Source: an optimization exercise on an open RTL-to-GDS flow (aim: small area). Production flows keep margins and buffers that such runs may drop.
Function was checked by simulation only, so behaviour that the tests miss may differ from the original.
Power is estimated from default activity; no workload was simulated.

==> design.v <==
module fpadd_top (
    input  wire        clk,
    input  wire [31:0] a,
    input  wire [31:0] b,
    output reg  [31:0] y
);
    reg  [31:0] a_q, b_q;
    wire        s_w;
    wire [7:0]  e_w;
    wire [22:0] f_w;
    fp_adder u_add (
        .sign1(a_q[31]), .sign2(b_q[31]),
        .exp1(a_q[30:23]), .exp2(b_q[30:23]),
        .frac1(a_q[22:0]), .frac2(b_q[22:0]),
        .sign_out(s_w), .exp_out(e_w), .frac_out(f_w)
    );
    always @(posedge clk) begin
        a_q <= a;
        b_q <= b;
        y   <= {s_w, e_w, f_w};
    end
endmodule

module fp_adder(
    input wire sign1,sign2,
    input wire[7:0] exp1,exp2,
    input wire [22:0] frac1,frac2,
    output wire sign_out,
    output wire [7:0] exp_out,
    output wire [22:0] frac_out
);
    wire [8:0] ed  = {1'b0,exp1} - {1'b0,exp2};
    wire       elt = ed[8];                  
    wire       eeq = ~|ed[7:0];
    wire [23:0] ca = {1'b0,frac1} + {1'b0,~frac2};
    wire       fgt = ca[23];
    wire       gt  = eeq ? fgt : ~elt;       
    wire [7:0] eb  = elt ? exp2 : exp1;
    wire [7:0] d   = elt ? (exp2 - exp1) : ed[7:0];
    wire       hi  = |d[7:5];
    wire        sb = gt ? sign1 : sign2;
    wire [23:0] fb = gt ? {1'b1,frac1} : {1'b1,frac2};
    wire [23:0] fs = gt ? {1'b1,frac2} : {1'b1,frac1};
    wire [23:0] r0 = (d[4] | hi) ? {16'd0, fs[23:16]} : fs;
    wire [23:0] r1 = (d[3] | hi) ? {8'd0, r0[23:8]} : r0;
    wire [23:0] r2 = d[2] ? {4'd0, r1[23:4]} : r1;
    wire [23:0] r3 = d[1] ? {2'd0, r2[23:2]} : r2;
    wire [23:0] fa = d[0] ? {1'd0, r3[23:1]} : r3;
    wire        sub = sign1 ^ sign2;
    wire [24:0] sum = {1'b0,fb} + {sub,fa ^ {24{sub}}} + {24'd0,sub};
    wire [31:0] x = {sum, 7'h00};
    wire [15:0] v1; wire [15:0] c1;
    genvar i;
    for (i=0;i<16;i=i+1) begin: l1
        assign v1[i] = x[2*i+1] | x[2*i];
        assign c1[i] = ~x[2*i+1];
    end
    wire [7:0] v2; wire [15:0] c2;
    for (i=0;i<8;i=i+1) begin: l2
        assign v2[i] = v1[2*i+1] | v1[2*i];
        assign c2[2*i+1:2*i] = v1[2*i+1] ? {1'b0, c1[2*i+1]} : {1'b1, c1[2*i]};
    end
    wire [3:0] v3; wire [11:0] c3;
    for (i=0;i<4;i=i+1) begin: l3
        assign v3[i] = v2[2*i+1] | v2[2*i];
        assign c3[3*i+2:3*i] = v2[2*i+1] ? {1'b0, c2[4*i+3:4*i+2]} : {1'b1, c2[4*i+1:4*i]};
    end
    wire [1:0] v4; wire [7:0] c4;
    for (i=0;i<2;i=i+1) begin: l4
        assign v4[i] = v3[2*i+1] | v3[2*i];
        assign c4[4*i+3:4*i] = v3[2*i+1] ? {1'b0, c3[6*i+5:6*i+3]} : {1'b1, c3[6*i+2:6*i]};
    end
    wire [4:0] z = v4[1] ? {1'b0, c4[7:4]} : {1'b1, c4[3:0]};
    wire [24:0] n0 = z[4] ? {sum[8:0], 16'd0} : sum;
    wire [24:0] n1 = z[3] ? {n0[16:0], 8'd0} : n0;
    wire [24:0] n2 = z[2] ? {n1[20:0], 4'd0} : n1;
    wire [24:0] n3 = z[1] ? {n2[22:0], 2'd0} : n2;
    wire [24:0] n4 = z[0] ? {n3[23:0], 1'd0} : n3;
    wire zero = ~(v4[1] | v4[0]);
    wire [9:0] re9 = {2'b0,eb} + 10'd1 - {5'b0,z};
    wire [7:0] re = re9[7:0];
    wire flush = zero | re9[9];
    assign sign_out = sb & ~zero;
    assign exp_out  = flush ? 8'd0 : re;
    assign frac_out = flush ? 23'd0 : n4[23:1];
endmodule
==> flow/run.sh <==
#!/bin/bash
# Own layout flow: the standard ORFS flow (standard.sh), with these changes:
#  - synthesis is ORFS's synth.tcl run through synth_recipe.tcl as usual (same passes, registers,
#    flattening and renaming), except that the combinational logic is mapped with the
#    area-oriented ABC script flow/area.abc, without the Kogge-Stone adder map and without
#    full-adder extraction;
#  - port buffers use sky130_fd_sc_hd__buf_1;
#  - flow/extra.mk adds make variables (one NAME=value per line), e.g. the CTS arguments;
#  - everything else (floorplan, tapcells, PDN, placement, CTS, routing) is the standard flow.
# All tool output goes to flow_make.log here and to ORFS's own logs under orfs/logs.
set -euo pipefail
W=$(pwd)
FLOWDIR=$W/flow
# synthesis script: ORFS synth.tcl with the abc call using our script
sed -e "s|log_cmd abc {\*}\$abc_args|log_cmd abc {*}[lreplace \$abc_args 1 1 $FLOWDIR/area.abc]|" \
  "$FLOW_HOME/scripts/synth.tcl" > "$W/own_synth_core.tcl"
grep -q "$FLOWDIR/area.abc" "$W/own_synth_core.tcl"
sed -e "s|source \$::env(SCRIPTS_DIR)/synth.tcl|source $W/own_synth_core.tcl|" \
  "$W/synth_recipe.tcl" > "$W/own_synth.tcl"
grep -q own_synth_core "$W/own_synth.tcl"
# further make variables, one NAME=value per line
EXTRA=()
if [[ -f "$FLOWDIR/extra.mk" ]]; then mapfile -t EXTRA < <(grep -v '^#' "$FLOWDIR/extra.mk" | grep .); fi
bash "$W/standard.sh" SYNTH_SCRIPT="$W/own_synth.tcl" ADDER_MAP_FILE= \
  SYNTH_OPERATIONS_ARGS="-noshare" BUFFER_PORTS_ARGS="-buffer_cell sky130_fd_sc_hd__buf_1" \
  "${EXTRA[@]}" finish > "$W/flow_make.log" 2>&1
==> flow/area.abc <==
strash
ifraig
dch
amap
topo
stime -c
buffer -c
upsize -D 9000
dnsize -D 9000
==> flow/extra.mk <==
CTS_ARGS=-sink_clustering_enable -repair_clock_nets -dont_use_dummy_load -buf_list {sky130_fd_sc_hd__clkbuf_4 sky130_fd_sc_hd__clkbuf_8}
==> standard.sh <==
#!/bin/bash
# synth_recipe.tcl (not shown) runs the flow's synth.tcl, then flattens the netlist and writes it again
# the make line also repeats each setting of config.mk as NAME=value (left out here)
make -C /OpenROAD-flow-scripts/flow DESIGN_CONFIG=/design/flow/config.mk WORK_HOME=/design/flow/orfs CLKGATE_MAP_FILE= SYNTH_SCRIPT=/design/flow/synth_recipe.tcl "${@:-finish}"
==> config.mk <==
export PLATFORM = sky130hd
export DESIGN_NAME = fpadd_top
export DESIGN_NICKNAME = fpadd_top
export VERILOG_FILES = /design/flow/design.v
export SDC_FILE = /design/flow/constraint.sdc
export NUM_CORES = 4
export LEC_CHECK = 0
export CAP_MARGIN = 20
export CORE_MARGIN = 2
export CORE_UTILIZATION = 55
export CTS_BUF_LIST = sky130_fd_sc_hd__clkbuf_4 sky130_fd_sc_hd__clkbuf_8
export SETUP_SLACK_MARGIN = -0.4
export SLEW_MARGIN = 20
==> constraint.sdc <==
create_clock -name core_clock -period 11.0 [get_ports {clk}]
set_input_delay 2.2000 -clock core_clock [delete_from_list [all_inputs] [get_ports {clk}]]
set_output_delay 2.2000 -clock core_clock [all_outputs]
set_load 0.01 [all_outputs]
==> flow_summary.toml, run 1 <==
[die]
die_area_um2 = 12520
rows = 39
start_util_pct = 56.30
die_height_um = 111.9
die_x_um = 111.9
core-area_um2 = 11370
num_io_pins = 97

[timing]
skew_ns = 0.02003
hold_ws_ns = 0.5797
setup_viol = 0
finalHoldViolations = 0
fin_crit_ns = 10.41
worstMarginPinSlew_ns = 0.7286
drv_slew = 0
post-route-period-util_pct = 94.67
clock.fmax_mhz = 96.03
slew_headroom_pct = 50.91

[route]
routed_wl_um = 19540
initialDrtViolationCount = 515
wl_per_cell_um = 16.92
drc = 0
ant_nets = 0
vias = 7228
viasPerCell = 6.258
drtPass1Iterations = 6

[synthesis]
synth_most_common_cell = "nor2_1"
syn_nets = 999
netlist_top_cells_count = "nor2_1 (182), a21oi_1 (101), dfxtp_1 (96), o22ai_1 (90), inv_1 (84)"
ys_seq_area_share_pct = 30.02
synthCells = 934
synthTopCellsByArea = "dfxtp_1 (30%), nor2_1 (11%), o22a_1 (9.9%)"
yosysTopAreaCell = "dfxtp_1"
ys_types = 44
syn_avg_cell_area_um2 = 6.853
synth_edf_count = 0
async_flop_share_pct = 0
mappedNetlistArea_um2 = 6401
synth_largest_type_area_fraction_pct = 30.02
ys.flop_type = "dfxtp_1"
synth_seq_cells = 96
synth_warnings = 1

[worst_setup_path]
slowest_stage = "o311ai_0"
reg2reg_from = "a_q[25]"
cp.required_ns = 11.27
arrival_ns = 10.68
cpMostUsedCell = "inv_1"
cp-end-kind = "flop"
crit_path_start_kind = "flop"
critPathMaxStageDelay_ns = 0.48
worstSetupStartpoint = "a_q[25]"
path_class = "reg -> reg"
critical_path.max_fanout = 48

[power]
cell_internal_pwr_mw = 0.8363
p_seq_share_pct = 29.1
ir_worst_vdd_uv = 191.5
p_clk_share_pct = 12.2
switching_share_pct = 45.38
power.switching_mw = 0.6947
p_leak_nw = 2.847
p_per_area_nw_per_um2 = 215.3
p_comb_share_pct = 58.7

[final_layout]
diodes = 0
drive_above_1_share_pct = 4.743
final_core_util_pct = 62.54
syn2layout_area_growth_pct = 11.08
fin_area_um2 = 7111
nets = 1079

[clock_network]
cts_made_buffers = 9
numClockSinks = 96
postCtsHoldBufs = 0
clock-root-buffer = "clkbuf_8"
clockBufferDepth = 2
cts_tree = "yes"
clk_latency_ns = 0.39
cts_max_level = 3
cts.reportedPaths.clkPinSlew_ns = 0.08

[job]
cap_viol_max_count = 0

[grt]
grt_pass1_wl_um = 31360
gr-total-overflow = 0
grt_pass1_vias = 6675
grt_max_degree = 49
antenna_found_initial = 0
track_usage_pct = 30.70

[hold_path]
hold_path_class = "reg -> reg"
worstHoldStart = "a_q[31]"

[placed_design]
placed_cell_area_um2 = 6925
dp_hpwl_um = 15070
port-buffer-count = 96
globalplace.congestion = 0.9484

[outcome]
status = "no timing/DRC/antenna violations"
## final cells by class
class	instances	area [µm²]
sequential	96	1922
fill	1077	4259
clock buffer	9	123.9
timing repair buffer	117	521.8
multi-input combinational	702	4034
tap	143	178.9
inverter	88	330.3
## critical path, delay by kind of cell, from the launching register on
family          cells  cell delay (ns)
flops               1             0.34
buf+inv            12             1.68
compound gates     25             5.71
simple gates       16             2.49
## per-stage QoR
step / setup TNS, ns / worst slack, ns / total power [mW] / instances
6_report: 0 / 0.5864 / 1.531 / 1155
3_5_place_dp: -1.679 / -0.06961 / 1.325 / 1145
5_1_grt: -10.35 / -0.3658 / 1.641 / 1155
3_3_place_gp: 0 / 0.5500 / 1.309 / 1145
2_1_floorplan: 0 / 1.731 / 1.108 / 934
4_1_cts: -4.914 / -0.1809 / 1.516 / 1154
## timing repair
item / CTS / global route
hold endpoints to repair: 0 / 0
gates resized for setup: 0 / 11
buffers inserted: 0 / 1
setup endpoints to repair: 0 / 31
## logic make-up (layout without fill, tap and decap cells)
group / count (synthesis) / count (layout) / share of synthesized area, %
AOI/OAI and AO/OA: 408 / 408 / 42.96
DFF: 96 / 96 / 30.02
buffers and inverters: 136 / 214 / 7.975
and+or+nand+nor: 294 / 294 / 19.04
## routing by layer
metal / track usage (%) / share of wire (%) / up-vias
li1: - / - / 3613
met1: 36.45 / 42 / 3304
met2: 54.63 / 49 / 264
met3: 5.117 / 5.4 / 47
met4: 13.09 / 3.3 / 0
met5: 0 / 0 / -
## state kept, by name, indices dropped and copies added, names as in the netlist
name / flops
a_q: 32
b_q: 32
y: 32
## power groups by stage
stage	Combinational [mW]	Clock, mW	Sequential [mW]
finish	0.899	0.186	0.446
global route	0.993	0.197	0.450
CTS	0.881	0.190	0.445
detailed placement	0.874	0	0.450
global placement	0.861	0	0.448
floorplan	0.633	0	0.476
## path summary, 6_finish.rpt
kind / end / cells past startpoint / slack, ns
worst min-delay path: y[31] / 2 / 0.58
worst min register to register: y[31] / 2 / 0.58
worst max-delay path: y[2] / 53 / 0.59
worst max register to register: y[2] / 53 / 0.59
## layout by cell type, fill, tap and decap left out, types with 2 or more instances in the layout
cell type / Yosys / final
or3_1: 9 / 9
nand2_1: 57 / 57
o22a_1: 72 / 72
clkinv_1: 3 / 3
o211ai_1: 6 / 6
o32a_1: 11 / 11
nand3_1: 7 / 7
a41oi_1: 2 / 2
a211oi_1: 7 / 7
a22oi_1: 9 / 9
clkbuf_8: 0 / 9
o21ai_0: 55 / 53
o22ai_1: 90 / 89
buf_1: 0 / 96
a21o_1: 5 / 5
nand4_1: 5 / 5
a221oi_1: 6 / 6
o21a_1: 7 / 7
inv_1: 84 / 84
a21oi_1: 101 / 99
nor4_1: 4 / 4
buf_4: 0 / 20
o32ai_1: 8 / 8
nor3_1: 18 / 16
o2111ai_1: 2 / 2
nor3_2: 0 / 2
or2_2: 2 / 2
o221ai_1: 11 / 11
a32oi_1: 3 / 3
nor2_1: 182 / 181
nor2b_1: 5 / 5
dfxtp_1: 96 / 96
o221a_2: 4 / 4
==> inputs of run 2 (changes only) <==
==> flow/area.abc (replaced) <==
strash
ifraig
dch
amap
topo
stime -c
buffer -c
upsize -D 8000
dnsize -D 8000
==> run 2 against run 1 <==
Net effect: die area up 0.73%; wire length is 0.15% higher; worst hold slack better by 0.018 ns; global-route usage decreased by 0.50 points; critical path depth is 2 lower; clock skew fell by 0.0040 ns; combinational power grew 1%.
==> flow_summary.toml, run 2 <==
[power]
p_clk_share_pct = 12.1
total_power_mw = 1.541
p_leak_nw = 2.831
p_seq_share_pct = 28.8
p_comb_share_pct = 59.1
ir_worst_vdd_uv = 186.5
p_per_area_nw_per_um2 = 216.6
cell_internal_pwr_mw = 0.8370
power.switching_mw = 0.7044
switching_share_pct = 45.70

[synthesis]
synth_seq_cells = 96
synthTopCellsByArea = "dfxtp_1 (30%), nor2_1 (11%), o22a_1 (9.8%)"
ys_seq_area_share_pct = 29.80
synth_xor_xnor_area_share_pct = 0
syn_avg_cell_area_um2 = 6.906
synth_top_family_by_area = "compound AO/OA/AOI/OAI gates"
synth_warnings = 1
synthSimpleGateAreaFrac_pct = 19.30
synth_edf_count = 0
syn_nets = 999
ys_types = 52
ys.flop_type = "dfxtp_1"
synth_largest_type_area_fraction_pct = 29.80
async_flop_share_pct = 0
yosysTopAreaCell = "dfxtp_1"
netlist_top_cells_count = "nor2_1 (182), a21oi_1 (101), dfxtp_1 (96), o22ai_1 (90), inv_1 (78)"
synth_compound_area_share_pct = 42.85
synthAdderAreaFrac_pct = 0
synth_most_common_cell = "nor2_1"
synthMuxAreaShare_pct = 0
synthCells = 934
mappedNetlistArea_um2 = 6450

[worst_setup_path]
cp-end-kind = "flop"
cp.required_ns = 11.27
reg2reg_slack_ns = 0.73
path_class = "reg -> reg"
cpMostUsedCell = "a21oi_1"
crit_path_start_kind = "flop"
slowest_stage = "nor3_1"
critPathMaxStageDelay_ns = 0.43
critical_path.max_fanout = 30
arrival_ns = 10.54

[timing]
post-route-period-util_pct = 93.33
drv_slew = 0
skew_ns = 0.01599
finalHoldViolations = 0
setup_viol = 0
clock.fmax_mhz = 97.41
slew_headroom_pct = 48.93
worstMarginPinSlew_ns = 0.7580
fin_crit_ns = 10.27

[route]
drtPass1Iterations = 5
drc = 0
ant_nets = 0
viasPerCell = 6.205
vias = 7148
routed_wl_um = 19570
wl_per_cell_um = 16.99
initialDrtViolationCount = 544

[final_layout]
fin_area_um2 = 7117
layout_commonest_cell = "nor2_1"
nets = 1076
diodes = 0
syn2layout_area_growth_pct = 10.34
top_regs = "a_q x32, b_q x32, y x32"
final_cell_mix = "nor2_1 (182), a21oi_1 (98), dfxtp_1 (96), buf_1 (96), o22ai_1 (90)"
drive_above_1_share_pct = 5.352

[grt]
grt_pass1_vias = 6603
gr-total-overflow = 0
grt_pass1_wl_um = 30960
antenna_found_initial = 0
track_usage_pct = 30.19
grt_max_degree = 47

[die]
start_util_pct = 56.49
rows = 39
die_x_um = 112.3
num_io_pins = 97
die_area_um2 = 12610
die_height_um = 112.3
core-area_um2 = 11420

[clock_network]
postCtsHoldBufs = 0
clock-root-buffer = "clkbuf_8"
cts_max_level = 3
cts_made_buffers = 9
cts_tree = "yes"
postCtsSetupBuffers = 0
clk_latency_ns = 0.38
cts.reportedPaths.clkPinSlew_ns = 0.08
clockBufferDepth = 2
numClockSinks = 96

[outcome]
status = "no timing/DRC/antenna violations"

[hold_path]
hold_path_class = "reg -> reg"

[placed_design]
placed_cell_area_um2 = 6947
globalplace.congestion = 0.9530
port-buffer-count = 96
dp_hpwl_um = 15020

[job]
cap_viol_max_count = 0
## run 2: kinds of logic after synthesis
logic type	after synthesis
compound gates	408
buf+inv	136
flops	96
simple gates	294
## run 2: per-layer routing
layer	up-vias	wire [µm]	track usage [%]	part of all wire, %
li1	3621	-	-	-
met1	3211	8256	36.08	42
met2	261	9452	52.13	48
met3	55	1100	5.508	5.6
met4	0	764	15.04	3.9
met5	-	0	0	0
## run 2: area by class of cell
cell class	count	area (µm²)
timing repair inverter	1	5.005
fill	1037	4302
inverter	88	334.1
timing repair buffer	113	495.5
sequential	96	1922
clock buffer	9	123.9
multi-input combinational	702	4058
tap	143	178.9
## run 2: timing repair
item                       CTS  global route
hold endpoints to repair     0             0
setup endpoints to repair    0            30
gates resized for setup      0             8
## run 2: stage by stage
step	cells	hold WS, ns	setup WS, ns	TNS (ns)	util, %
final	1152	0.5981	0.7341	0	62.33
after global placement	1142	0.6023	0.8990	0	60.84
after global routing	1152	0.6341	-0.3714	-9.899	62.33
after CTS	1151	0.5922	0.5451	0	61.92
after detailed placement	1142	0.6003	0.6389	0	60.84
after floorplan	934	0.5146	2.724	0	-
## run 2: worst paths after layout
path           start    end  depth (start not counted)
max          b_q[24]   y[5]                         51
min          a_q[31]  y[31]                          2
max reg2reg  b_q[24]   y[5]                         51
min reg2reg  a_q[31]  y[31]                          2
## run 2: worst max-delay path: cells and delay by family (launching register included)
kind / cells / cell delay [ns]
AOI/OAI and AO/OA: 27 / 5.60
DFF: 1 / 0.34
buffers and inverters: 10 / 1.59
and+or+nand+nor: 14 / 2.57
## run 2: power by group through the flow
stage          clock [mW]  sequential, mW  combinational (mW)
4_1_cts             0.189           0.444               0.889
6_report            0.186           0.445               0.911
3_3_place_gp            0           0.449               0.867
5_1_grt             0.201           0.449               0.997
3_5_place_dp            0           0.449               0.881
2_1_floorplan           0           0.476               0.640
==> inputs of run 3 (changes only) <==
==> flow/area.abc (replaced) <==
strash
ifraig
dch
amap -Q 0.1
topo
stime -c
buffer -c
upsize -D 8000
dnsize -D 8000
==> run 3 against run 2 <==
Net effect: still clean; flip-flop and latch count is the same; die area grew 1.2%; combinational power grew 2.7%; total power grew 1.0%; critical path type unchanged; critical endpoint is now y[9]; largest cell class unchanged.
==> flow_summary.toml, run 3 <==
[die]
start_util_pct = 56.73
die_x_um = 113.0
core-area_um2 = 11520
rows = 39
num_io_pins = 97
die_height_um = 113.0
die_area_um2 = 12770

[clock_network]
clock-root-buffer = "clkbuf_8"
clockBufferDepth = 2
postCtsHoldBufs = 0
numClockSinks = 96
cts_max_level = 3
cts.reportedPaths.clkPinSlew_ns = 0.07
cts_made_buffers = 9
cts_tree = "yes"
clk_latency_ns = 0.38

[timing]
post-route-period-util_pct = 94.85
clock.fmax_mhz = 95.84
hold_ws_ns = 0.6050
fin_ws_ns = 0.5660
finalHoldViolations = 0
setup_viol = 0
skew_ns = 0.02059
fin_crit_ns = 10.43
worstMarginPinSlew_ns = 0.8710
drv_slew = 0
slew_headroom_pct = 41.79

[synthesis]
mappedNetlistArea_um2 = 6533
synth_seq_cells = 96
synth_largest_type_area_fraction_pct = 29.42
synth_edf_count = 0
synth_most_common_cell = "nor2_1"
async_flop_share_pct = 0
syn_avg_cell_area_um2 = 7.398
synth_warnings = 1
netlist_top_cells_count = "nor2_1 (140), dfxtp_1 (96), inv_1 (90), o22ai_1 (87), o22a_1 (83)"
syn_nets = 948
yosysTopAreaCell = "dfxtp_1"
ys_types = 58
synthCells = 883
synthTopCellsByArea = "dfxtp_1 (29%), o22a_1 (11%), o22ai_1 (8.3%)"
ys.flop_type = "dfxtp_1"
ys_seq_area_share_pct = 29.42

[route]
drtPass1Iterations = 16
initialDrtViolationCount = 361
wl_per_cell_um = 17.02
drc = 0
viasPerCell = 6.370
ant_nets = 0
routed_wl_um = 18770
vias = 7026

[placed_design]
dp_hpwl_um = 14510
port-buffer-count = 96
dp_slack_ns = -0.1445
globalplace.congestion = 1.016

[grt]
grt_max_degree = 49
gr-total-overflow = 0
grt_pass1_vias = 6338
grtUsageMet2_pct = 50.32
use_met3_pct = 4.339
met1_usage_pct = 35.63
antenna_found_initial = 0
grt_pass1_wl_um = 30140
track_usage_pct = 29.06
busiest_layer = "met2"

[hold_path]
hold_path_class = "reg -> reg"
worstHoldStart = "a_q[31]"

[worst_setup_path]
worstSetupStartpoint = "a_q[24]"
cp.required_ns = 11.26
reg2reg_slack_ns = 0.57
critPathMaxStageDelay_ns = 0.37
cp.buffers_inverters = 12
path_class = "reg -> reg"
critical_path.max_fanout = 26
reg2reg_from = "a_q[24]"
cp-end-kind = "flop"
slowest_stage = "a211oi_1"
crit_path_start_kind = "flop"
arrival_ns = 10.69
crit_family = "compound AO/OA/AOI/OAI gates"

[final_layout]
nets = 1027
fillerInstances = 1047
drive_above_1_share_pct = 6.250
layout_commonest_cell = "nor2_1"
diodes = 0
top_regs = "a_q x32, b_q x32, y x32"
syn2layout_area_growth_pct = 10.96
final_cell_mix = "nor2_1 (140), dfxtp_1 (96), buf_1 (96), inv_1 (88), o22ai_1 (87)"
final_core_util_pct = 62.94

[power]
cell_internal_pwr_mw = 0.8677
ir_worst_vdd_uv = 187.4
p_per_area_nw_per_um2 = 214.9
switching_share_pct = 44.29
p_seq_share_pct = 28.4
p_comb_share_pct = 60.1
p_clk_share_pct = 11.5
p_leak_nw = 2.883
total_power_mw = 1.558
power.switching_mw = 0.6899

[outcome]
status = "no timing/DRC/antenna violations"

[job]
cap_viol_max_count = 0
-- run 3: worst min-delay path: stages, from the launching register on --
cell and delay (ns):
dfxtp_1 0.34, o22ai_1 0.16, nor2_1 0.06
-- run 3: timing repair --
action                                  4_1_cts  5_1_grt
resized for setup                             0       11
endpoints found under the setup margin        0       30
buffers inserted                              0        6
-- run 3: power by group through the flow --
stage	clock network (mW)	logic [mW]	registers [mW]
global route	0.198	1.03	0.448
CTS	0.184	0.901	0.443
detailed placement	0	0.895	0.448
floorplan	0	0.663	0.476
finish	0.179	0.936	0.443
global placement	0	0.885	0.448
-- run 3: cell type report --
cell class / instances / area (µm²) / share of cell area (%)
multi-input cells: 641 / 4111 / 56.72
flip-flops and latches: 96 / 1922 / 26.51
repair buffers: 117 / 538.0 / 7.423
inverters: 95 / 364.1 / 5.023
well taps: 143 / 178.9 / 2.469
clock buffers: 9 / 123.9 / 1.709
repair inverters: 2 / 10.01 / 0.1381
-- run 3: logic make-up after synthesis --
kind of cell	Yosys count	share of synthesized area (%)
AOI/OAI and AO/OA	412	46.60
xor gates and xnor gates	3	0.4023
buffers and inverters	146	8.676
DFF	96	29.42
and+or+nand+nor	226	14.90
-- run 3: path summary, 6_finish.rpt --
kind	depth (start not counted)	end
max	52	y[9]
min	2	y[31]
max reg2reg	52	y[9]
min reg2reg	2	y[31]
-- run 3: stage by stage --
step	instance area (µm²)	TNS, ns	std cells
finish	7248	0	1103
global route	7248	-11.20	1103
CTS	7139	-2.727	1095
detailed placement	7015	-3.462	1086
global placement	7015	0	1086
floorplan	6533	0	883
-- run 3: per-layer routing --
layer  wire [µm]  vias up  share of wire, %
met5           0        -                 0
met3        1076       49               5.7
met1        8014     3174                43
met2        9006      277                48
li1            -     3526                 -
met4         671        0               3.6
==> inputs of run 4 (changes only) <==
==> flow/area.abc (replaced) <==
strash
ifraig
dch
amap
topo
stime -c
buffer -c
upsize -c
dnsize -c
--- a/config.mk
+++ b/config.mk
@@ -9,5 +9,5 @@
 export CORE_MARGIN = 2
 export CORE_UTILIZATION = 55
 export CTS_BUF_LIST = sky130_fd_sc_hd__clkbuf_4 sky130_fd_sc_hd__clkbuf_8
-export SETUP_SLACK_MARGIN = -0.4
+export SETUP_SLACK_MARGIN = -0.6
 export SLEW_MARGIN = 20
==> run 4 against run 3 <==
Net effect: clock skew is 0.0015 ns lower; sequential share of layout area is 0.33 points higher; core utilization is 2.6 points lower; non-clock buffer count is 8 lower; count of clock-buffer cells in the layout stayed put; sequential power hardly changed; register-to-register slack hardly changed; combinational power is 2.6% lower; fmax is 0.13% lower; design area is 1.2% lower; total power is 1.1% lower.
==> flow_summary.toml, run 4 <==
[die]
rows = 40
die_area_um2 = 12900
core-area_um2 = 11860
die_height_um = 113.6
num_io_pins = 97
start_util_pct = 55.68
die_x_um = 113.6

[timing]
hold_ws_ns = 0.5698
finalHoldViolations = 0
fin_tns_setup_ns = 0
slew_headroom_pct = 51.12
fin_crit_ns = 10.45
post-route-period-util_pct = 94.97
setup_viol = 0
worstMarginPinSlew_ns = 0.7255
skew_ns = 0.01911
clock.fmax_mhz = 95.72
drv_slew = 0

[power]
total_power_mw = 1.541
switching_share_pct = 45.67
p_comb_share_pct = 59.2
ir_worst_vdd_uv = 187.5
p_per_area_nw_per_um2 = 215.2
power.switching_mw = 0.7036
p_seq_share_pct = 29.0
p_clk_share_pct = 11.9
p_leak_nw = 2.827
cell_internal_pwr_mw = 0.8371

[hold_path]
hold_path_class = "reg -> reg"
hold_end = "y[31]"
worstHoldStart = "a_q[31]"
hold_depth = 2

[clock_network]
cts_made_buffers = 9
clockBufferDepth = 2
clk_latency_ns = 0.37
numClockSinks = 96
postCtsSetupBuffers = 0
postCtsHoldBufs = 0
cts_resized = 0
cts.reportedPaths.clkPinSlew_ns = 0.08
cts_tree = "yes"
cts_max_level = 3
clock-root-buffer = "clkbuf_8"

[route]
drc = 0
vias = 7141
initialDrtViolationCount = 631
ant_nets = 0
routed_wl_um = 19390
viasPerCell = 6.204
drtPass1Iterations = 5
wl_per_cell_um = 16.85

[grt]
antenna_found_initial = 0
grt_pass1_wl_um = 31070
track_usage_pct = 29.88
grt_pass1_vias = 6563
gr-total-overflow = 0
grt_max_degree = 47

[synthesis]
ys_seq_area_share_pct = 29.10
synth_largest_type_area_fraction_pct = 29.10
synthTopCellsByArea = "dfxtp_1 (29%), nor2_1 (10%), o22a_1 (9.5%)"
netlist_top_cells_count = "nor2_1 (180), dfxtp_1 (96), a21oi_1 (95), o22ai_1 (87), o22a_1 (72)"
synth_warnings = 1
synth_edf_count = 0
ys.flop_type = "dfxtp_1"
synth_most_common_cell = "nor2_1"
syn_avg_cell_area_um2 = 7.070
syn_nets = 999
async_flop_share_pct = 0
synthCells = 934
yosysTopAreaCell = "dfxtp_1"
mappedNetlistArea_um2 = 6604
ys_types = 62
synth_seq_cells = 96

[worst_setup_path]
critical_path.max_fanout = 30
reg2reg_from = "b_q[24]"
cp.buffers_inverters = 10
critPathMaxStageDelay_ns = 0.51
cpMostUsedCell = "nor2_1"
crit_path_start_kind = "flop"
worst-r2r-cell-count = 58
worstReg2RegEnd = "y[13]"
slowest_stage = "a221oi_4"
crit_family = "compound AO/OA/AOI/OAI gates"
reg2reg_slack_ns = 0.55
arrival_ns = 10.70
cp.required_ns = 11.25
cp-end-kind = "flop"
path_class = "reg -> reg"

[final_layout]
nets = 1071
layout_commonest_cell = "nor2_1"
drive_above_1_share_pct = 7.171
top_regs = "a_q x32, b_q x32, y x32"
fillerInstances = 1080
instances_no_fill = 1151
syn2layout_area_growth_pct = 8.412
fin_area_um2 = 7159
diodes = 0
final_cell_mix = "nor2_1 (180), dfxtp_1 (96), buf_1 (96), a21oi_1 (94), o22ai_1 (87)"

[placed_design]
placed_cell_area_um2 = 7036
globalplace.congestion = 0.9130
port-buffer-count = 96
dp.cells = 1142
dp_hpwl_um = 15090

[job]
cap_viol_max_count = 0

[outcome]
status = "no timing/DRC/antenna violations"
run 4: changes by cell type in the layout (fill, tap and decap cells not counted), moves of 14 or more:
cell | previous run | this run
a21oi_1 | 61 | 94
o2bb2ai_1 | 19 | 0
nor2_1 | 140 | 180
nand2_1 | 37 | 57
a2bb2oi_1 | 30 | 0
inv_1 | 88 | 70
inv_2 | 3 | 17
run 4: cells by family (layout without fill, tap and decap cells):
group	Yosys count	after routing	synth area share (%)
buffers and inverters	136	206	8.242
flip-flops	96	96	29.10
AND/OR/NAND/NOR	294	294	19.48
AO/OA/AOI/OAI	408	408	43.18
run 4: final cells by class:
class                      count  area [µm²]  area share (%)
inverter                      88       330.3           4.614
tap                          147       183.9           2.569
multi-input combinational    702        4141           57.85
sequential                    96        1922           26.84
timing repair buffer         109       457.9           6.396
clock buffer                   9       123.9           1.730
run 4: per-layer routing:
| layer | up-vias | track usage, % | part of all wire (%) |
|---|---|---|---|
| met5 | - | 0 | 0 |
| met4 | 0 | 14.80 | 4.1 |
| met3 | 52 | 4.676 | 5.4 |
| met2 | 265 | 51.58 | 48 |
| met1 | 3224 | 36.25 | 43 |
| li1 | 3600 | - | - |
run 4: stage by stage:
| stage | utilization (%) | setup slack, ns |
|---|---|---|
| floorplan | - | 3.153 |
| global placement | 59.31 | 1.123 |
| detailed placement | 59.31 | 0.7301 |
| CTS | 60.36 | 0.6691 |
| global route | 60.36 | -0.5521 |
| finish | 60.36 | 0.5528 |
run 4: power groups by stage:
stage / Clock [mW] / Sequential (mW) / Combinational, mW
floorplan: 0 / 0.476 / 0.658
global placement: 0 / 0.450 / 0.882
detailed placement: 0 / 0.451 / 0.893
CTS: 0.188 / 0.446 / 0.898
global route: 0.200 / 0.451 / 1.00
finish: 0.183 / 0.446 / 0.912
run 4: worst max path at each step:
stage          slack (ns)    start  depth (start not counted)     to
2_1_floorplan        3.15  a_q[25]                         54  y[25]
3_3_place_gp         1.12   b_q[1]                         58  y[12]
3_5_place_dp         0.73  b_q[24]                         58   y[5]
4_1_cts              0.67  b_q[24]                         58   y[3]
5_1_grt             -0.55  b_q[24]                         56   y[1]
6_report             0.55  b_q[24]                         58  y[13]
run 4: worst min-delay path: stages (launching register included):
cell,delay [ns]
dfxtp_1,0.34
o22ai_1,0.13
nor2_1,0.06
==> inputs of run 5 (changes only) <==
==> flow/area.abc (replaced) <==
strash
ifraig
dch
amap
topo
stime -c
buffer -c
upsize -D 9000
dnsize -D 9000
--- a/config.mk
+++ b/config.mk
@@ -9,5 +9,5 @@
 export CORE_MARGIN = 2
 export CORE_UTILIZATION = 55
 export CTS_BUF_LIST = sky130_fd_sc_hd__clkbuf_4 sky130_fd_sc_hd__clkbuf_8
-export SETUP_SLACK_MARGIN = -0.6
+export SETUP_SLACK_MARGIN = -0.5
 export SLEW_MARGIN = 20
==> run 5 against run 4 <==
Net effect: still clean on timing, DRC and antenna; synthesized cell count did not move; die area fell by 3.0%; wire length rose by 0.62%; largest cell class unchanged.
==> flow_summary.toml, run 5 <==
[placed_design]
dp_hpwl_um = 15070
dp.cells = 1145
globalplace.congestion = 0.9484
placed_cell_area_um2 = 6925
port-buffer-count = 96

[synthesis]
synth_seq_cells = 96
async_flop_share_pct = 0
ys_types = 44
yosysTopAreaCell = "dfxtp_1"
ys_seq_area_share_pct = 30.02
ys.flop_type = "dfxtp_1"
synth_edf_count = 0
synthTopCellsByArea = "dfxtp_1 (30%), nor2_1 (11%), o22a_1 (9.9%)"
syn_avg_cell_area_um2 = 6.853
synth_warnings = 1
mappedNetlistArea_um2 = 6401
synth_largest_type_area_fraction_pct = 30.02
synth_most_common_cell = "nor2_1"
synthCells = 934
syn_nets = 999
netlist_top_cells_count = "nor2_1 (182), a21oi_1 (101), dfxtp_1 (96), o22ai_1 (90), inv_1 (84)"

[route]
wl_met3_um = 1067
met1Wirelength_um = 8274
drc = 0
ant_nets = 0
initialDrtViolationCount = 468
viasPerCell = 6.223
vias = 7188
dr.max_layer_used = "met4"
wl_met2_um = 9500
drtPass1Iterations = 5
routed_wl_um = 19510
wl_per_cell_um = 16.89

[clock_network]
cts_max_level = 3
clock-root-buffer = "clkbuf_8"
numClockSinks = 96
cts_made_buffers = 9
clockBufferDepth = 2
cts_tree = "yes"
cts.reportedPaths.clkPinSlew_ns = 0.08
clk_latency_ns = 0.39

[timing]
skew_ns = 0.02125
worstMarginPinSlew_ns = 0.7460
fin_crit_ns = 10.54
drv_slew = 0
fin_tns_setup_ns = 0
slew_headroom_pct = 49.74
post-route-period-util_pct = 95.85
finalHoldViolations = 0
clock.fmax_mhz = 94.84
setup_viol = 0

[worst_setup_path]
cp-end-kind = "flop"
slowest_stage = "nor3b_1"
crit_path_start_kind = "flop"
cpMostUsedCell = "a21oi_1"
worst-r2r-cell-count = 51
cp.required_ns = 11.27
arrival_ns = 10.81
critPathMaxStageDelay_ns = 0.56
critical_path.max_fanout = 48
path_class = "reg -> reg"

[final_layout]
syn2layout_area_growth_pct = 11.00
instances_no_fill = 1155
top_regs = "a_q x32, b_q x32, y x32"
fin_area_um2 = 7106
fillerInstances = 1077
drive_above_1_share_pct = 4.644
diodes = 0
layout_commonest_cell = "nor2_1"
final_cell_mix = "nor2_1 (181), a21oi_1 (99), dfxtp_1 (96), buf_1 (96), o22ai_1 (89)"
nets = 1079

[grt]
grt_max_degree = 49
grt_pass1_wl_um = 31360
antenna_found_initial = 0
grt_pass1_vias = 6675
gr-total-overflow = 0
track_usage_pct = 30.70

[die]
core-area_um2 = 11370
die_x_um = 111.9
start_util_pct = 56.30
num_io_pins = 97
die_height_um = 111.9
die_area_um2 = 12520
rows = 39

[job]
cap_viol_max_count = 0

[hold_path]
hold_path_class = "reg -> reg"
hold_depth = 2

[outcome]
status = "no timing/DRC/antenna violations"

[power]
p_leak_nw = 2.845
ir_worst_vdd_uv = 191.7
p_per_area_nw_per_um2 = 215.4
[run 5: final cells by class]
cell class | count | area [µm²] | area share [%]
clock buffer | 9 | 123.9 | 1.743
tap | 143 | 178.9 | 2.518
timing repair buffer | 117 | 521.8 | 7.343
sequential | 96 | 1922 | 27.05
multi-input combinational | 702 | 4029 | 56.70
inverter | 88 | 330.3 | 4.649
[run 5: per-layer routing]
metal / global-route usage (%) / up-vias
met1: 36.45 / 3259
met5: 0 / -
li1: - / 3611
met3: 5.117 / 51
met2: 54.63 / 267
met4: 13.09 / 0
[run 5: report_power, final]
part | internal, mW | leakage [nW] | switching [mW]
clock | 0.0734 | 0.0647 | 0.112
combinational | 0.345 | 1.97 | 0.554
sequential | 0.418 | 0.810 | 0.0281
[run 5: logic make-up (layout without fill, tap and decap cells)]
| kind of cell | after synthesis | in the layout | synth area share, % |
|---|---|---|---|
| compound gates | 408 | 408 | 42.96 |
| simple gates | 294 | 294 | 19.04 |
| buf+inv | 136 | 214 | 7.975 |
| flops | 96 | 96 | 30.02 |
[run 5: worst paths after layout]
path	startpoint	to	slack [ns]
setup / recovery	a_q[25]	y[13]	0.46
hold / removal	a_q[31]	y[31]	0.58
setup reg to reg	a_q[25]	y[13]	0.46
hold reg to reg	a_q[31]	y[31]	0.58
[run 5: critical path, delay by kind of cell, from the launching register on]
kind                   cells  cell delay (ns)
AND/OR/NAND/NOR           17             2.70
flip-flops                 1             0.34
AO/OA/AOI/OAI             27             6.23
buffers and inverters      7             1.10
[run 5: timing repair]
item,4_1_cts,5_1_grt
setup buffers,0,1
gates resized for setup,0,10
endpoints found under the setup margin,0,30
hold buffers,0,0
[run 5: through the flow]
step | hold slack (ns) | worst slack (ns) | util (%) | power (mW)
after floorplan | 0.5146 | 1.731 | - | 1.108
after global placement | 0.5575 | 0.5500 | 60.91 | 1.309
after detailed placement | 0.5900 | -0.06961 | 60.91 | 1.325
after CTS | 0.5822 | -0.1809 | 62.00 | 1.516
after global routing | 0.6118 | -0.5695 | 62.50 | 1.640
final | 0.5761 | 0.4560 | 62.50 | 1.531
==> inputs of run 6 (changes only) <==
==> flow/area.abc (replaced) <==
strash
ifraig
dch
amap
topo
stime -c
buffer -c
upsize -c
dnsize -c
--- a/config.mk
+++ b/config.mk
@@ -7,7 +7,7 @@
 export LEC_CHECK = 0
 export CAP_MARGIN = 20
 export CORE_MARGIN = 2
-export CORE_UTILIZATION = 55
+export CORE_UTILIZATION = 62
 export CTS_BUF_LIST = sky130_fd_sc_hd__clkbuf_4 sky130_fd_sc_hd__clkbuf_8
-export SETUP_SLACK_MARGIN = -0.5
+export SETUP_SLACK_MARGIN = -0.4
 export SLEW_MARGIN = 20
==> run 6 against run 5 <==
Net effect: total power rose by 2.2%; register-to-register slack improved by 0.22 ns; die area shrank 8.2%; via count rose by 3.1%; fmax grew 2.2%; cell count shrank 1.0%; critical path type unchanged; critical endpoint is now y[1]; largest power group unchanged.
==> flow_summary.toml, run 6 <==
[clock_network]
cts_max_level = 3
cts_made_buffers = 9
cts_tree = "yes"
clk_latency_ns = 0.40
clockBufferDepth = 2
postCtsHoldBufs = 0
numClockSinks = 96
clock-root-buffer = "clkbuf_8"
cts.reportedPaths.clkPinSlew_ns = 0.10

[synthesis]
mappedNetlistArea_um2 = 6604
async_flop_share_pct = 0
ys_seq_area_share_pct = 29.10
synthCells = 934
synth_edf_count = 0
synth_warnings = 1
synth_largest_type_area_fraction_pct = 29.10
netlist_top_cells_count = "nor2_1 (180), dfxtp_1 (96), a21oi_1 (95), o22ai_1 (87), o22a_1 (72)"
yosysTopAreaCell = "dfxtp_1"
synthTopCellsByArea = "dfxtp_1 (29%), nor2_1 (10%), o22a_1 (9.5%)"
ys_types = 62
ys.flop_type = "dfxtp_1"
syn_avg_cell_area_um2 = 7.070
synth_seq_cells = 96
syn_nets = 999
synth_most_common_cell = "nor2_1"

[timing]
worstMarginPinSlew_ns = 0.6805
slew_headroom_pct = 54.16
finalHoldViolations = 0
fin_ws_ns = 0.6798
skew_ns = 0.01977
setup_viol = 0
drv_slew = 0
post-route-period-util_pct = 93.82
fin_crit_ns = 10.32
clock.fmax_mhz = 96.90

[route]
routed_wl_um = 20490
initialDrtViolationCount = 711
ant_nets = 0
viasPerCell = 6.486
vias = 7414
drtPass1Iterations = 7
wl_per_cell_um = 17.92
drc = 0

[grt]
gr-total-overflow = 0
track_usage_pct = 35.33
grt_max_degree = 47
grt_pass1_vias = 6788
antenna_found_initial = 0
grt_pass1_wl_um = 32370

[job]
cap_viol_max_count = 0

[worst_setup_path]
endpoint = "y[1]"
worst-r2r-cell-count = 54
slowest_stage = "inv_2"
critical_path.max_fanout = 39
arrival_ns = 10.60
critPathMaxStageDelay_ns = 0.50
cp-end-kind = "flop"
reg2reg_from = "b_q[6]"
reg2reg_slack_ns = 0.68
worstReg2RegEnd = "y[1]"
crit_path_start_kind = "flop"
worstSetupStartpoint = "b_q[6]"
path_class = "reg -> reg"
cp.required_ns = 11.28

[die]
core-area_um2 = 10320
die_x_um = 107.2
num_io_pins = 97
die_height_um = 107.2
die_area_um2 = 11490
rows = 37
start_util_pct = 63.97

[placed_design]
dp.cells = 1130
globalplace.congestion = 0.9676
port-buffer-count = 96
dp_hpwl_um = 15210
dp_slack_ns = 0.8349

[power]
p_clk_share_pct = 12.4
p_seq_share_pct = 28.5
p_leak_nw = 2.843
ir_worst_vdd_uv = 205.5
p_per_area_nw_per_um2 = 218.0
power.switching_mw = 0.7247
p_comb_share_pct = 59.1
cell_internal_pwr_mw = 0.8396
total_power_mw = 1.564
switching_share_pct = 46.33

[final_layout]
instances_no_fill = 1143
syn2layout_area_growth_pct = 8.659
layout_commonest_cell = "nor2_1"
nets = 1074
final_cell_mix = "nor2_1 (180), dfxtp_1 (96), buf_1 (96), a21oi_1 (94), o22ai_1 (87)"
final_core_util_pct = 69.51
top_regs = "a_q x32, b_q x32, y x32"
diodes = 0
drive_above_1_share_pct = 7.448

[hold_path]
worstHoldStart = "a_q[31]"
hold_path_class = "reg -> reg"

[outcome]
status = "no timing/DRC/antenna violations"
-- run 6: changes by cell type after synthesis, moves of 4 or more --
| cell | previous run | this run |
|---|---|---|
| a21oi_1 | 101 | 95 |
| a21oi_2 | 0 | 6 |
| buf_2 | 0 | 6 |
| clkbuf_1 | 48 | 36 |
| inv_1 | 84 | 70 |
| inv_2 | 1 | 17 |
| nor3_1 | 18 | 14 |
| o21ai_0 | 55 | 41 |
| o21ai_1 | 0 | 12 |
-- run 6: kinds of logic (layout without fill, tap and decap cells) --
group           after synthesis  in the layout  share of synthesized area, %
simple gates                294            294                         19.48
buf+inv                     136            209                         8.242
flops                        96             96                         29.10
compound gates              408            408                         43.18
-- run 6: layout make-up --
class                   count  area (µm²)
flip-flops and latches     96        1922
inverters                  88       330.3
fillers                   822        3148
repair buffers            112       488.0
clock buffers               9       123.9
multi-input cells         702        4141
well taps                 136       170.2
-- run 6: worst min-delay path by stage --
stage | to | slack, ns | cells after the start
after floorplan | y[31] | 0.51 | 2
after global placement | y[31] | 0.56 | 2
after detailed placement | y[31] | 0.57 | 2
after CTS | y[31] | 0.58 | 2
after global routing | y[31] | 0.60 | 2
final | y[31] | 0.59 | 2
-- run 6: routing by layer --
metal / track usage, % / share of wire (%) / vias to the layer above
met5: 0 / 0 / -
met4: 17.72 / 4.3 / 0
met3: 6.201 / 6.1 / 61
met2: 60.22 / 48 / 347
met1: 42.61 / 42 / 3398
li1: - / - / 3608
-- run 6: worst max-delay path, delay by kind of cell, from the launching register on --
kind	cells	cell delay (ns)
flops	1	0.43
compound gates	23	4.55
buf+inv	8	1.80
simple gates	23	3.37
-- run 6: power by group through the flow --
stage / clock network (mW) / registers [mW] / logic (mW)
floorplan: 0 / 0.476 / 0.658
global placement: 0 / 0.449 / 0.872
detailed placement: 0 / 0.451 / 0.891
CTS: 0.189 / 0.445 / 0.900
global route: 0.200 / 0.450 / 1.01
finish: 0.194 / 0.446 / 0.925
-- run 6: per-stage QoR --
step | area (µm²) | TNS, ns | hold slack, ns
after global routing | 7176 | -10.89 | 0.6041
after detailed placement | 7014 | 0 | 0.5728
final | 7176 | 0 | 0.5910
after CTS | 7138 | 0 | 0.5831
after floorplan | 6604 | 0 | 0.5146
after global placement | 7014 | 0 | 0.5566
-- run 6: timing repair --
item,4_1_cts,5_1_grt
setup buffers,0,4
resized for setup,0,2
setup endpoints to repair,0,28
hold endpoints to repair,0,0
==> inputs of run 7 (changes only) <==
==> flow/area.abc (replaced) <==
strash
ifraig
dc2
balance
dch
amap
topo
stime -c
buffer -c
upsize -D 8000
dnsize -D 8000
--- a/config.mk
+++ b/config.mk
@@ -7,7 +7,7 @@
 export LEC_CHECK = 0
 export CAP_MARGIN = 20
 export CORE_MARGIN = 2
-export CORE_UTILIZATION = 62
+export CORE_UTILIZATION = 55
 export CTS_BUF_LIST = sky130_fd_sc_hd__clkbuf_4 sky130_fd_sc_hd__clkbuf_8
 export SETUP_SLACK_MARGIN = -0.4
 export SLEW_MARGIN = 20
==> run 7 against run 6 <==
Net effect: now fails the layout checks on negative setup slack; critical path type unchanged; non-clock buffer count rose by 43; largest cell class unchanged; global-route usage fell by 7.3 points; register-to-register slack got worse by 0.97 ns; critical path depth rose by 32; clock skew rose by 0.011 ns; sequential share of layout area fell by 1.9 points.
==> flow_summary.toml, run 7 <==
[placed_design]
placed_cell_area_um2 = 7013
dp_hpwl_um = 14140
globalplace.congestion = 0.9809
port-buffer-count = 96

[grt]
grt_pass1_wl_um = 29100
grt_max_degree = 49
track_usage_pct = 28.07
grt_pass1_vias = 6287
antenna_found_initial = 0
gr-total-overflow = 0

[route]
vias = 7170
initialDrtViolationCount = 760
drtPass1Iterations = 5
routed_wl_um = 19840
ant_nets = 0
viasPerCell = 6.107
wl_per_cell_um = 16.90
drc = 0

[power]
ir_worst_vdd_uv = 189.5
p_per_area_nw_per_um2 = 183.2
p_leak_nw = 2.966
total_power_mw = 1.416

[die]
die_height_um = 112.2
die_area_um2 = 12590
rows = 39
num_io_pins = 97
start_util_pct = 56.38
die_x_um = 112.2
core-area_um2 = 11420

[outcome]
so_faults = "negative setup slack"
status = "failed layout checks"

[timing]
fin_ws_ns = -0.2858
worstMarginPinSlew_ns = 0.8612
setup_viol = 30
slew_headroom_pct = 41.98
fin_crit_ns = 11.29
finalHoldViolations = 0
drv_slew = 0
skew_ns = 0.03055
rsz0062_at_grt = "true"
clock.fmax_mhz = 88.61
post-route-period-util_pct = 102.6

[clock_network]
clock-root-buffer = "clkbuf_8"
cts_max_level = 3
clockBufferDepth = 2
cts_tree = "yes"
clk_latency_ns = 0.39
cts.reportedPaths.clkPinSlew_ns = 0.10
numClockSinks = 96
cts_made_buffers = 9

[final_layout]
fin_area_um2 = 7729
final_cell_mix = "nor2_1 (139), buf_1 (96), dfxtp_1 (95), nand2_1 (92), o22ai_1 (87)"
syn2layout_area_growth_pct = 20.06
top_regs = "a_q x32, b_q x32, y x32"
nets = 1098
drive_above_1_share_pct = 16.88
layout_commonest_cell = "nor2_1"
final_core_util_pct = 67.69
diodes = 0
fillerInstances = 1033

[synthesis]
ys.flop_type = "dfxtp_1"
syn_nets = 975
synth_most_common_cell = "nor2_1"
synth_warnings = 1
netlist_top_cells_count = "nor2_1 (143), nand2_1 (101), dfxtp_1 (96), o22ai_1 (91), o21ai_0 (72)"
synth_edf_count = 0
synthSimpleGateAreaFrac_pct = 19.38
syn_avg_cell_area_um2 = 7.074
synth_top_family_by_area = "compound AO/OA/AOI/OAI gates"
synth_xor_xnor_area_share_pct = 0.1361
ys_types = 63
mappedNetlistArea_um2 = 6437
ys_seq_area_share_pct = 29.85
synth_compound_area_share_pct = 42.24
async_flop_share_pct = 0
synthAdderAreaFrac_pct = 0
synthCells = 910
synthTopCellsByArea = "dfxtp_1 (30%), o22ai_1 (8.8%), nor2_1 (8.3%)"
synth_seq_cells = 96
synthMuxAreaShare_pct = 0
synth_largest_type_area_fraction_pct = 29.85
yosysTopAreaCell = "dfxtp_1"

[worst_setup_path]
critPathMaxStageDelay_ns = 0.36
crit_family = "compound AO/OA/AOI/OAI gates"
cp.buffers_inverters = 6
critical_path.max_fanout = 9
path_class = "reg -> reg"
cp.required_ns = 11.27
cp-end-kind = "flop"
arrival_ns = 11.55
crit_path_start_kind = "flop"
slowest_stage = "o22ai_1"
cpMostUsedCell = "nand2_1"

[hold_path]
hold_path_class = "reg -> reg"

[job]
cap_viol_max_count = 0
-- run 7: worst reg2reg max path: cells and delay by family (launching register included) --
kind | cells | cell delay [ns]
AOI/OAI and AO/OA | 39 | 6.41
and+or+nand+nor | 41 | 3.72
buffers and inverters | 6 | 0.67
DFF | 1 | 0.35
-- run 7: final cells by class --
class / count / area [µm²] / share of cell area (%)
inverter: 82 / 322.8 / 4.177
timing repair inverter: 3 / 17.52 / 0.2266
multi-input combinational: 686 / 4244 / 54.91
tap: 143 / 178.9 / 2.315
timing repair buffer: 155 / 918.4 / 11.88
clock buffer: 9 / 123.9 / 1.603
sequential: 96 / 1923 / 24.88
-- run 7: worst paths after layout --
check               end    start  slack (ns)  depth (start not counted)
setup / recovery   y[8]   b_q[1]       -0.29                         86
hold / removal    y[31]  a_q[31]        0.59                          2
setup reg to reg   y[8]   b_q[1]       -0.29                         86
hold reg to reg   y[31]  a_q[31]        0.59                          2
-- run 7: kinds of logic (layout without fill, tap and decap cells) --
| group | count (synthesis) | after routing |
|---|---|---|
| buffers and inverters | 130 | 249 |
| and+or+nand+nor | 293 | 293 |
| xor gates and xnor gates | 1 | 1 |
| DFF | 96 | 96 |
| AOI/OAI and AO/OA | 390 | 392 |
-- run 7: routing by layer --
metal	routed length (µm)	global-route usage, %
met1	8582	36.37
met2	9151	46.02
met3	1615	6.587
met4	487	9.837
met5	0	0
-- run 7: stage by stage --
stage | hold WS [ns] | std cells | setup WS [ns] | setup TNS, ns
4_1_cts | 0.5869 | 1142 | -0.3491 | -9.527
5_1_grt | 0.6178 | 1174 | -1.156 | -33.19
2_1_floorplan | 0.5146 | 910 | 1.265 | 0
6_report | 0.5909 | 1174 | -0.2858 | -6.272
3_3_place_gp | 0.5573 | 1133 | 0.1127 | 0
3_5_place_dp | 0.5722 | 1133 | -0.2556 | -6.597
-- run 7: repair_timing --
action	in CTS	in global routing
hold endpoints to repair	0	0
setup endpoints to repair	0	31
hold buffers	0	0
buffers inserted	0	23
resized for setup	0	65
-- run 7: where the power goes --
group | switching [mW] | leakage [nW] | total, mW | internal, mW
Sequential | 0.0228 | 0.810 | 0.439 | 0.416
Combinational | 0.489 | 2.09 | 0.798 | 0.310
Clock | 0.105 | 0.0647 | 0.178 | 0.0733
==> inputs of run 8 (changes only) <==
==> flow/area.abc (replaced) <==
strash
ifraig
dc2
dch
amap
topo
stime -c
buffer -c
upsize -D 8000
dnsize -D 8000
==> run 8 against run 7 <==
Net effect: the layout still fails its checks (negative setup slack); cell count rose by 4.3%; critical path depth rose by 10; register-to-register slack got worse by 0.27 ns; total power rose by 4.5%; critical endpoint is now y[26]; largest power group unchanged.
==> flow_summary.toml, run 8 <==
[grt]
track_usage_pct = 29.11
gr-total-overflow = 0
grt_pass1_vias = 6491
grt_pass1_wl_um = 30040
antenna_found_initial = 0
grt_max_degree = 38

[clock_network]
cts_made_buffers = 9
cts.reportedPaths.clkPinSlew_ns = 0.08
cts_tree = "yes"
clockBufferDepth = 2
clk_latency_ns = 0.38
numClockSinks = 96
cts_max_level = 3
clock-root-buffer = "clkbuf_8"

[timing]
setup_viol = 30
drv_slew = 0
worstMarginPinSlew_ns = 0.9271
fin_crit_ns = 11.56
clock.fmax_mhz = 86.50
post-route-period-util_pct = 105.1
rsz0062_at_grt = "true"
slew_headroom_pct = 37.54
finalHoldViolations = 0
fin_ws_ns = -0.5606
skew_ns = 0.01641

[synthesis]
yosysTopAreaCell = "dfxtp_1"
synth_edf_count = 0
mappedNetlistArea_um2 = 6369
synth_seq_cells = 96
syn_nets = 960
synthCells = 895
ys_seq_area_share_pct = 30.18
synth_warnings = 1
synth_most_common_cell = "nor2_1"
ys_types = 62
syn_avg_cell_area_um2 = 7.116
synthTopCellsByArea = "dfxtp_1 (30%), o22ai_1 (8.9%), nor2_1 (8.5%)"
netlist_top_cells_count = "nor2_1 (144), dfxtp_1 (96), o22ai_1 (91), nand2_1 (89), o21ai_0 (67)"
synth_largest_type_area_fraction_pct = 30.18
ys.flop_type = "dfxtp_1"
async_flop_share_pct = 0

[route]
viasPerCell = 6.095
wl_per_cell_um = 16.66
ant_nets = 0
drtPass1Iterations = 7
initialDrtViolationCount = 651
vias = 7466
drc = 0
routed_wl_um = 20410

[placed_design]
dp_slack_ns = -0.5370
port-buffer-count = 96
dp_hpwl_um = 14330
dp.cells = 1176
globalplace.congestion = 0.9471

[final_layout]
nets = 1149
final_cell_mix = "nor2_1 (137), buf_4 (114), buf_1 (96), dfxtp_1 (91), o22ai_1 (84)"
top_regs = "a_q x32, b_q x32, y x32"
drive_above_1_share_pct = 25.14
instances_no_fill = 1225
diodes = 0
layout_commonest_cell = "nor2_1"
syn2layout_area_growth_pct = 30.94

[outcome]
so_faults = "negative setup slack"
status = "failed layout checks"

[hold_path]
hold_path_class = "reg -> reg"

[worst_setup_path]
arrival_ns = 11.81
critical_path.max_fanout = 8
cp.required_ns = 11.25
cp-end-kind = "flop"
slowest_stage = "or4b_4"
crit_path_start_kind = "flop"
path_class = "reg -> reg"
critPathMaxStageDelay_ns = 0.62

[power]
switching_share_pct = 42.58
p_per_area_nw_per_um2 = 177.5
p_clk_share_pct = 12.3
cell_internal_pwr_mw = 0.8498
power.switching_mw = 0.6301
p_leak_nw = 3.289
p_seq_share_pct = 29.7
p_comb_share_pct = 58.0
ir_worst_vdd_uv = 149.5

[die]
rows = 39
die_x_um = 111.6
num_io_pins = 97
core-area_um2 = 11370
die_height_um = 111.6
start_util_pct = 56.01
die_area_um2 = 12460

[job]
cap_viol_max_count = 0
-- run 8: cell count changes in the layout (fill, tap and decap cells not counted), sizes merged, moves of 4 or more --
cell and delta:
a21oi +12, a221oi +5, buf +69, clkinv -4, nand2 -13, o21ai -7
or2 +4
-- run 8: cell families (layout without fill, tap and decap cells) --
logic type	count (synthesis)	after routing	share of synthesized area [%]
compound gates	393	393	42.69
simple gates	281	281	18.90
buf+inv	125	312	8.232
flops	96	96	30.18
-- run 8: metrics by stage --
stage	area [µm²]	setup TNS (ns)	power (mW)	hold WS (ns)	utilization (%)
floorplan	6369	0	0.9560	0.5146	-
global placement	7398	-0.1608	1.167	0.5583	65.07
detailed placement	7398	-12.87	1.184	0.5615	65.07
CTS	7572	-11.14	1.372	0.5853	66.60
global route	8339	-37.47	1.568	0.6346	73.35
finish	8339	-15.98	1.480	0.5944	73.35
-- run 8: worst max-delay path: cells and delay by family, from the launching register on --
family / cells / cell delay [ns]
AO/OA/AOI/OAI: 39 / 5.46
flip-flops: 1 / 0.35
buffers and inverters: 12 / 1.21
AND/OR/NAND/NOR: 45 / 4.34
-- run 8: area by class of cell --
type,instances,area (µm²)
sequential,96,1931
inverter,78,304.0
tap,143,178.9
multi-input combinational,674,4313
clock buffer,9,123.9
fill,907,3030
timing repair buffer,225,1489
-- run 8: power groups by stage --
stage	combinational [mW]	clock (mW)	sequential, mW
finish	0.858	0.182	0.440
global route	0.928	0.196	0.444
CTS	0.748	0.185	0.439
detailed placement	0.737	0	0.447
global placement	0.723	0	0.444
floorplan	0.482	0	0.474
-- run 8: timing repair --
| action | 4_1_cts | 5_1_grt |
|---|---|---|
| gates cloned | 0 | 6 |
| endpoints found under the setup margin | 30 | 31 |
| pin swaps | 2 | 76 |
| hold buffers | 0 | 0 |
| buffers inserted | 1 | 33 |
| endpoints found under the hold margin | 0 | 0 |
| gates resized for setup | 6 | 92 |
-- run 8: routing by layer --
layer	global-route usage (%)	part of all wire [%]
met4	9.877	2.0
met3	6.151	8.6
met1	38.01	43
met2	48.09	47
met5	0	0
-- run 8: final timing paths --
path	startpoint	endpoint	slack, ns	cells after the start
max	a_q[23]	y[26]	-0.56	96
min	a_q[31]	y[31]	0.59	2
max reg2reg	a_q[23]	y[26]	-0.56	96
min reg2reg	a_q[31]	y[31]	0.59	2
==> inputs of run 9 (changes only) <==
==> flow/area.abc (replaced) <==
strash
ifraig
dch
amap
topo
stime -c
buffer -c
upsize -c
dnsize -c
==> run 9 against run 8 <==
Net effect: the run now finishes clean; non-clock buffer count decreased by 113; global-route usage increased by 0.77 points; clock power about the same; cell count decreased by 5.8%; sequential power increased by 1%; worst hold slack got worse by 0.024 ns; critical path depth decreased by 39; total power increased by 4.1%; critical path type unchanged; critical endpoint is now y[13].
==> flow_summary.toml, run 9 <==
[outcome]
status = "no timing/DRC/antenna violations"

[synthesis]
ys_seq_area_share_pct = 29.10
synth_seq_cells = 96
synth_largest_type_area_fraction_pct = 29.10
ys.flop_type = "dfxtp_1"
syn_avg_cell_area_um2 = 7.070
ys_types = 62
netlist_top_cells_count = "nor2_1 (180), dfxtp_1 (96), a21oi_1 (95), o22ai_1 (87), o22a_1 (72)"
synth_edf_count = 0
mappedNetlistArea_um2 = 6604
synth_warnings = 1
synthCells = 934
yosysTopAreaCell = "dfxtp_1"
async_flop_share_pct = 0
synth_most_common_cell = "nor2_1"
syn_nets = 999
synthTopCellsByArea = "dfxtp_1 (29%), nor2_1 (10%), o22a_1 (9.5%)"

[die]
die_area_um2 = 12900
core-area_um2 = 11860
num_io_pins = 97
rows = 40
start_util_pct = 55.68
die_x_um = 113.6
die_height_um = 113.6

[worst_setup_path]
worstSetupStartpoint = "a_q[25]"
cp.required_ns = 11.25
reg2reg_from = "a_q[25]"
critical_path.max_fanout = 46
cp-end-kind = "flop"
arrival_ns = 10.43
worstReg2RegEnd = "y[13]"
crit_path_start_kind = "flop"
reg2reg_slack_ns = 0.81
path_class = "reg -> reg"
slowest_stage = "buf_4"
critPathMaxStageDelay_ns = 0.42
cpMostUsedCell = "nor2_1"
worst-r2r-cell-count = 57

[clock_network]
numClockSinks = 96
cts_made_buffers = 9
cts_max_level = 3
cts_tree = "yes"
clockBufferDepth = 2
clock-root-buffer = "clkbuf_8"
cts.reportedPaths.clkPinSlew_ns = 0.08
clk_latency_ns = 0.37

[route]
vias = 7161
initialDrtViolationCount = 589
drc = 0
viasPerCell = 6.205
routed_wl_um = 19380
ant_nets = 0
wl_per_cell_um = 16.79
drtPass1Iterations = 5

[final_layout]
fillerInstances = 1073
nets = 1074
layout_commonest_cell = "nor2_1"
top_regs = "a_q x32, b_q x32, y x32"
instances_no_fill = 1154
drive_above_1_share_pct = 7.448
syn2layout_area_growth_pct = 8.753
final_cell_mix = "nor2_1 (180), dfxtp_1 (96), buf_1 (96), a21oi_1 (94), o22ai_1 (87)"
diodes = 0

[timing]
post-route-period-util_pct = 92.59
drv_slew = 0
clock.fmax_mhz = 98.18
finalHoldViolations = 0
slew_headroom_pct = 52.65
fin_crit_ns = 10.19
worstMarginPinSlew_ns = 0.7028
hold_ws_ns = 0.5705
skew_ns = 0.01951
setup_viol = 0

[power]
p_clk_share_pct = 11.8
cell_internal_pwr_mw = 0.8387
p_per_area_nw_per_um2 = 214.6
total_power_mw = 1.541
switching_share_pct = 45.57
p_leak_nw = 2.842
p_comb_share_pct = 59.2
ir_worst_vdd_uv = 187.4
power.switching_mw = 0.7022
p_seq_share_pct = 28.9

[grt]
track_usage_pct = 29.88
antenna_found_initial = 0
grt_pass1_vias = 6563
grt_pass1_wl_um = 31070
grt_max_degree = 47
gr-total-overflow = 0

[placed_design]
globalplace.congestion = 0.9130
port-buffer-count = 96
dp_hpwl_um = 15090
dp.cells = 1142

[job]
cap_viol_max_count = 0

[hold_path]
hold_depth = 2
hold_path_class = "reg -> reg"
worstHoldStart = "a_q[31]"
hold_end = "y[31]"
==> run 9: changes by cell type after synthesis, sizes merged, moves of 8 or more <==
cell	delta
inv	+10
nor3	+12
o22a	+14
nand2	-33
nor2	+32
a21oi	+34
o21a	-8
o21ai	-34
==> run 9: kinds of logic (layout without fill, tap and decap cells) <==
family / after synthesis / count (layout) / share of synthesized area [%]
AOI/OAI and AO/OA: 408 / 408 / 43.18
DFF: 96 / 96 / 29.10
and+or+nand+nor: 294 / 294 / 19.48
buffers and inverters: 136 / 209 / 8.242
==> run 9: power groups by stage <==
stage	Combinational, mW	Clock (mW)	Sequential [mW]
floorplan	0.658	0	0.476
global placement	0.882	0	0.450
detailed placement	0.893	0	0.451
CTS	0.898	0.188	0.446
global route	1.01	0.200	0.451
finish	0.913	0.182	0.446
==> run 9: per-stage QoR <==
| step | util [%] | TNS (ns) | setup WS [ns] | instance area [µm²] |
|---|---|---|---|---|
| after floorplan | - | 0 | 3.153 | 6604 |
| after global placement | 59.31 | 0 | 1.123 | 7036 |
| after detailed placement | 59.31 | 0 | 0.7301 | 7036 |
| after CTS | 60.36 | 0 | 0.6691 | 7159 |
| after global routing | 60.55 | -10.42 | -0.3783 | 7182 |
| final | 60.55 | 0 | 0.8150 | 7182 |
==> run 9: what timing repair did <==
action / in CTS / in global routing
resized for setup: 0 / 0
setup buffers: 0 / 3
endpoints found under the hold margin: 0 / 0
hold buffers: 0 / 0
endpoints found under the setup margin: 0 / 30
==> run 9: final cells by class <==
| type | instances | area, µm² | area share [%] |
|---|---|---|---|
| clock buffer | 9 | 123.9 | 1.725 |
| inverter | 88 | 330.3 | 4.599 |
| multi-input combinational | 702 | 4141 | 57.67 |
| sequential | 96 | 1922 | 26.76 |
| tap | 147 | 183.9 | 2.561 |
| timing repair buffer | 112 | 480.5 | 6.690 |
==> run 9: worst max-delay path by stage <==
stage | to | slack (ns)
global placement | y[12] | 1.12
global route | y[1] | -0.38
finish | y[13] | 0.81
floorplan | y[25] | 3.15
CTS | y[3] | 0.67
detailed placement | y[5] | 0.73
==> run 9: critical path, delay by kind of cell, from the launching register on <==
family	cells	cell delay, ns
DFF	1	0.32
AOI/OAI and AO/OA	27	5.11
buffers and inverters	9	1.87
and+or+nand+nor	21	2.72
==> run 9: per-layer routing <==
metal  track usage [%]  part of all wire (%)
met1             36.25                    42
met2             51.58                    48
met3             4.676                   6.0
met4             14.80                   4.1
met5                 0                     0

## what the ideal ports hide
The flow's constraints put no driver on any port. The routed layouts listed below were extracted and timed again, unchanged, in two steps. Step 1 assumes that a clkbuf_16 drives the clock port and a buf_2 every other input. Step 2 adds t to the input delays and takes it off the output delays; t is the mean of the earliest and latest rising clock arrival at the registers after step 1. Input paths then give back, and output paths get back, about the clock's delay inside the block. Slacks: ideal / step 1 / step 2; pairs: ideal / step 1.
run	shift t [ns]	slack for setup (ns)	worst setup path after step 2	latest minus earliest clock arrival (ns)	cell pins on the clock port's net
run 1	0.417	0.586 / 0.586 / 0.586	register to register	0.021 / 0.020	1
run 2	0.412	0.734 / 0.734 / 0.734	register to register	0.018 / 0.018	1
run 3	0.406	0.566 / 0.566 / 0.566	register to register	0.021 / 0.021	1
run 4	0.401	0.553 / 0.553 / 0.553	register to register	0.023 / 0.022	1
run 5	0.413	0.456 / 0.456 / 0.456	register to register	0.021 / 0.021	1
run 6	0.426	0.680 / 0.680 / 0.680	register to register	0.026 / 0.025	1
run 7	0.413	-0.286 / -0.286 / -0.286	register to register	0.031 / 0.031	1
run 8	0.411	-0.561 / -0.561 / -0.561	register to register	0.020 / 0.020	1
run 9	0.397	0.815 / 0.815 / 0.815	register to register	0.023 / 0.023	1
